From an optimization exercise on the open Yosys and OpenROAD flow, aimed at small area; shortcuts taken in it are not production practice. Function was checked by simulation only, so behaviour that the tests miss may differ from the original.

== north ==
==> module div_unit, before the edit <==
module div_unit (
    input  logic        clk   ,
    input  logic        rst_n ,
    input  logic        start ,
    input  logic [ 4:0] op    ,
    input  logic [31:0] a     ,
    input  logic [31:0] b     ,
    input  logic [31:0] dx_q  ,    
    output logic        act   ,
    output logic [31:0] dx_new,    
    output logic        done  ,
    output logic        busy  ,
    output logic [31:0] res
);
    logic [ 3:0] cnt;
    logic [31:0] rem_q, quo_q;
    logic        cin_q, neg_q, sel_rem;
    assign done   = act & (cnt == 4'd0);
    assign dx_new = bn ? b : ~b;
    assign busy = act & (cnt != 4'd0);
    logic        sgn, an, bn;
    logic [31:0] neg_in, neg_out, amag;
    assign sgn     = ~op[0];
    assign an      = sgn & a[31];
    assign bn      = sgn & b[31];
    assign neg_in  = done ? (sel_rem ? rem_q : quo_q) : a;
    logic        ngate, nco;
    assign ngate   = done ? neg_q : an;
    add_bk32 negator (
        .a    (neg_in ^ {32{ngate}}),
        .b    (32'd0  ),
        .cin  (ngate  ),
        .s    (neg_out),
        .cout (nco    )
    );
    assign amag    = neg_out;
    assign res     = neg_out;
    logic       dsmall;
    logic [1:0] dlow, r1, r2;
    logic       q1, q0;
    assign dsmall = bn ? ((&b[31:2]) & (b[1:0] != 2'd0)) : (b[31:2] == 30'd0);
    assign dlow  = bn ? (2'd0 - b[1:0]) : b[1:0];
    always_comb begin
        q1 = amag[31] & dsmall & (dlow == 2'd1);
        r1 = {1'b0, amag[31] & ~q1};
        r2 = {r1[0], amag[30]};
        q0 = dsmall & (dlow <= r2);
        if (q0) r2 = r2 - dlow;
    end
    logic [32:0] d1, d2;
    logic        c1, c2;
    add_bk33 step1 (
        .a    ({rem_q, quo_q[31]}),
        .b    ({1'b1, dx_q}),
        .cin  (cin_q),
        .s    (d1   ),
        .cout (c1   )
    );
    add_bk33 step2 (
        .a    ({r1s, q1s[31]}),
        .b    ({1'b1, dx_q}),
        .cin  (cin_q),
        .s    (d2   ),
        .cout (c2   )
    );
    logic [31:0] r1s, q1s, r2s, q2s;
    always_comb begin
        r1s = d1[32] ? {rem_q[30:0], quo_q[31]} : d1[31:0];
        q1s = {quo_q[30:0], ~d1[32]};
        r2s = d2[32] ? {r1s[30:0], q1s[31]} : d2[31:0];
        q2s = {q1s[30:0], ~d2[32]};
    end
    always_ff @(posedge clk or negedge rst_n) begin
        if (!rst_n) begin
            act <= 1'b0;
            cnt <= 4'd0;
        end else if (start) begin
            act <= 1'b1;
            cnt <= 4'd15;
        end else if (act) begin
            act <= (cnt != 4'd0);
            cnt <= cnt - 4'd1;
        end
    end
    always_ff @(posedge clk) begin
        if (act) begin
            rem_q   <= r2s;
            quo_q   <= q2s;
        end else begin
            rem_q   <= {30'd0, r2};
            quo_q   <= {amag[29:0], q1, q0};
            cin_q   <= ~bn;
            sel_rem <= op[3];
            neg_q   <= op[3] ? an : (an ^ bn);
        end
    end
endmodule
==> module int_alu_top, before the edit <==
module int_alu_top (
    input  logic        clk          ,
    input  logic        rst_n        ,
    input  logic        in_valid     ,
    input  logic [ 4:0] in_microop   ,
    input  logic [31:0] in_data1     ,
    input  logic [31:0] in_data2     ,
    input  logic [ 5:0] in_dest      ,
    input  logic [ 2:0] in_ticket    ,
    output logic        out_valid    ,
    output logic [ 5:0] out_dest     ,
    output logic [ 2:0] out_ticket   ,
    output logic [31:0] out_data     ,
    output logic        out_exception,
    output logic [ 3:0] out_cause    ,
    output logic        busy
);
    logic [4:0] op;
    assign op = in_microop;
    logic is_mul, is_div, d2zero, ovf, div_triv, div_start, mul_start;
    assign is_mul    = (op == 5'd2) | (op == 5'd3) | (op == 5'd4) | (op == 5'd5);
    assign is_div    = (op == 5'd6) | (op == 5'd7) | (op == 5'd8) | (op == 5'd9);
    assign d2zero    = (in_data2 == 32'd0);
    assign ovf       = (in_data1 == 32'h8000_0000) & (in_data2 == 32'hffff_ffff) & ~op[0];
    assign div_triv  = d2zero | ovf;
    assign div_start = in_valid & is_div & ~div_triv;
    assign mul_start = in_valid & is_mul;
    logic [31:0] comb, addsub;
    logic        asco;
    add_bk32 alu_add (
        .a    (in_data1),
        .b    (in_data2 ^ {32{op[0]}}),
        .cin  (op[0]   ),
        .s    (addsub  ),
        .cout (asco    )
    );
    always_comb begin
        case (op)
            5'd0:    comb = addsub;
            5'd1:    comb = addsub;
            5'd6:    comb = d2zero ? 32'hffff_ffff : 32'h8000_0000;
            5'd7:    comb = 32'hffff_ffff;
            5'd8:    comb = d2zero ? in_data1 : 32'd0;
            5'd9:    comb = in_data1;
            5'd10:   comb = in_data1 & in_data2;
            5'd11:   comb = in_data1 | in_data2;
            5'd12:   comb = in_data1 ^ in_data2;
            default: comb = 32'd0;
        endcase
    end
    logic        d_act;
    logic [31:0] dx_new;
    logic [31:0] mres;
    mul_unit mul_unit (
        .op  (op      ),
        .a   (in_data1),
        .b   (in_data2),
        .res (mres    )
    );
    logic        mv1, mv2, mv3;
    logic [31:0] ms1, ms2, ms3;
    logic [ 8:0] mt1, mt2, mt3;
    always_ff @(posedge clk) begin
        mv1 <= mul_start;
        mv2 <= mv1;
        mv3 <= mv2;
        if (!d_act) begin
            ms1 <= is_mul ? mres : dx_new;
            mt1 <= {in_dest, in_ticket};
        end
        ms2 <= ms1;
        ms3 <= ms2;
        mt2 <= mt1;
        mt3 <= mt2;
    end
    logic        d_done, d_busy;
    logic [31:0] dres;
    div_unit div_unit (
        .clk    (clk      ),
        .rst_n  (rst_n    ),
        .start  (div_start),
        .op     (op       ),
        .a      (in_data1 ),
        .b      (in_data2 ),
        .dx_q   (ms1      ),
        .act    (d_act    ),
        .dx_new (dx_new   ),
        .done   (d_done   ),
        .busy   (d_busy   ),
        .res    (dres     )
    );
    assign busy      = mv2 | div_start | d_busy;
    assign out_valid = (in_valid & ~is_mul & ~(is_div & ~div_triv)) | mv3 | d_done;
    assign out_cause = 4'd2;
    always_comb begin
        if (mv3) begin
            {out_dest, out_ticket} = mt3;
            out_data               = ms3;
            out_exception          = 1'b0;
        end else if (d_done) begin
            {out_dest, out_ticket} = mt1;
            out_data               = dres;
            out_exception          = 1'b0;
        end else begin
            {out_dest, out_ticket} = {in_dest, in_ticket};
            out_data               = comb;
            out_exception          = (op > 5'd12);
        end
    end
endmodule
export LEC_CHECK = 0
export ABC_AREA = 1
export CAP_MARGIN = 20
export CORE_MARGIN = 2
export CORE_UTILIZATION = 40
export SLEW_MARGIN = 20
create_clock -name core_clock -period 10.0 [get_ports {clk}]
run.sh (not shown) runs the stock make flow with config.mk's settings and CLKGATE_MAP_FILE= SYNTH_SCRIPT=/design/flow/synth_recipe.tcl, a recipe that flattens the netlist after the stock synthesis.
north ran to completion and came out clean on the timing, DRC and antenna checks.
### north -> middle
diff --git a/flow/design.v b/flow/design.v
--- a/flow/design.v
+++ b/flow/design.v
@@ -117,20 +117,19 @@
     input  logic        start ,
     input  logic [ 4:0] op    ,
     input  logic [31:0] a     ,
     input  logic [31:0] b     ,
-    input  logic [31:0] dx_q  ,    
-    output logic        act   ,
-    output logic [31:0] dx_new,    
+    input  logic [ 8:0] tag_in,
     output logic        done  ,
     output logic        busy  ,
-    output logic [31:0] res
+    output logic [31:0] res   ,
+    output logic [ 8:0] tag
 );
     logic [ 3:0] cnt;
-    logic [31:0] rem_q, quo_q;
+    logic        act;
+    logic [31:0] rem_q, quo_q, dx_q;
     logic        cin_q, neg_q, sel_rem;
-    assign done   = act & (cnt == 4'd0);
-    assign dx_new = bn ? b : ~b;
+    assign done = act & (cnt == 4'd0);
     assign busy = act & (cnt != 4'd0);
     logic        sgn, an, bn;
     logic [31:0] neg_in, neg_out, amag;
     assign sgn     = ~op[0];
@@ -201,11 +200,13 @@
             quo_q   <= q2s;
         end else begin
             rem_q   <= {30'd0, r2};
             quo_q   <= {amag[29:0], q1, q0};
+            dx_q    <= bn ? b : ~b;
             cin_q   <= ~bn;
             sel_rem <= op[3];
             neg_q   <= op[3] ? an : (an ^ bn);
+            tag     <= tag_in;
         end
     end
 endmodule
 module add_bk32 (input logic [31:0] a, input logic [31:0] b, input logic cin,
@@ -3506,10 +3507,9 @@
             5'd12:   comb = in_data1 ^ in_data2;
             default: comb = 32'd0;
         endcase
     end
-    logic        d_act;
-    logic [31:0] dx_new;
+    logic        m_hi;
     logic [31:0] mres;
     mul_unit mul_unit (
         .op  (op      ),
         .a   (in_data1),
@@ -3522,32 +3522,30 @@
     always_ff @(posedge clk) begin
         mv1 <= mul_start;
         mv2 <= mv1;
         mv3 <= mv2;
-        if (!d_act) begin
-            ms1 <= is_mul ? mres : dx_new;
-            mt1 <= {in_dest, in_ticket};
-        end
+        ms1 <= mres;
         ms2 <= ms1;
         ms3 <= ms2;
+        mt1 <= {in_dest, in_ticket};
         mt2 <= mt1;
         mt3 <= mt2;
     end
     logic        d_done, d_busy;
     logic [31:0] dres;
+    logic [ 8:0] dtag;
     div_unit div_unit (
         .clk    (clk      ),
         .rst_n  (rst_n    ),
         .start  (div_start),
         .op     (op       ),
         .a      (in_data1 ),
         .b      (in_data2 ),
-        .dx_q   (ms1      ),
-        .act    (d_act    ),
-        .dx_new (dx_new   ),
+        .tag_in ({in_dest, in_ticket}),
         .done   (d_done   ),
         .busy   (d_busy   ),
-        .res    (dres     )
+        .res    (dres     ),
+        .tag    (dtag     )
     );
     assign busy      = mv2 | div_start | d_busy;
     assign out_valid = (in_valid & ~is_mul & ~(is_div & ~div_triv)) | mv3 | d_done;
     assign out_cause = 4'd2;
@@ -3556,9 +3554,9 @@
             {out_dest, out_ticket} = mt3;
             out_data               = ms3;
             out_exception          = 1'b0;
         end else if (d_done) begin
-            {out_dest, out_ticket} = mt1;
+            {out_dest, out_ticket} = dtag;
             out_data               = dres;
             out_exception          = 1'b0;
         end else begin
             {out_dest, out_ticket} = {in_dest, in_ticket};
Reported for north and middle, total iterations of the first detailed-routing run turned out identical to the last digit. middle against north: arrival time at the worst endpoint up 0.10 ns, met3 usage down 1.2 points, number of global-route vias before repair down 500. middle has number of buffers created by CTS above what north had. Per the comparison of middle with north, filler-free cell count of the finished design moved up, antenna diode count up 5, flip-flop and latch count now larger, total area of multi-input combinational cells did not really move. Summary — layout overhead on the synthesized area, middle relative to north: lower, by 0.40 points.

re-timing with driven ports:
The results above use ideal ports. As a check the final layouts listed here were re-extracted and re-timed, cells and wires unchanged. Step 1 (the two cells are an assumption about what drives the block):
set clk [get_ports {clk}]
set_driving_cell -lib_cell sky130_fd_sc_hd__clkbuf_16 $clk
set_driving_cell -lib_cell sky130_fd_sc_hd__buf_2 [delete_from_list [all_inputs] $clk]
Step 2 moves the port delays by t, midway between the first and last clock arrival at a register: inputs arrive t later, outputs are due t later. That takes back most of the time a late clock gives input paths. Three values: ideal ports, drivers, drivers and shift; two values: the first two.
| run | t (ns) | setup WS [ns] | worst setup path after step 2 | clock arrival spread, ns | worst slew at a driven data input, ns |
|---|---|---|---|---|---|
| north | 0.551 | 0.484 / 0.516 / -0.035 | input to register | 0.031 / 0.031 | 0.17 |
| middle | 0.704 | 0.649 / 0.688 / -0.016 | input to register | 0.019 / 0.019 | 0.11 |
With both steps, setup timing fails in north and middle, where it was met with ideal ports. For middle, which loses most, drivers alone change the setup slack by +0.039 ns; drivers and shift together by -0.665 ns.
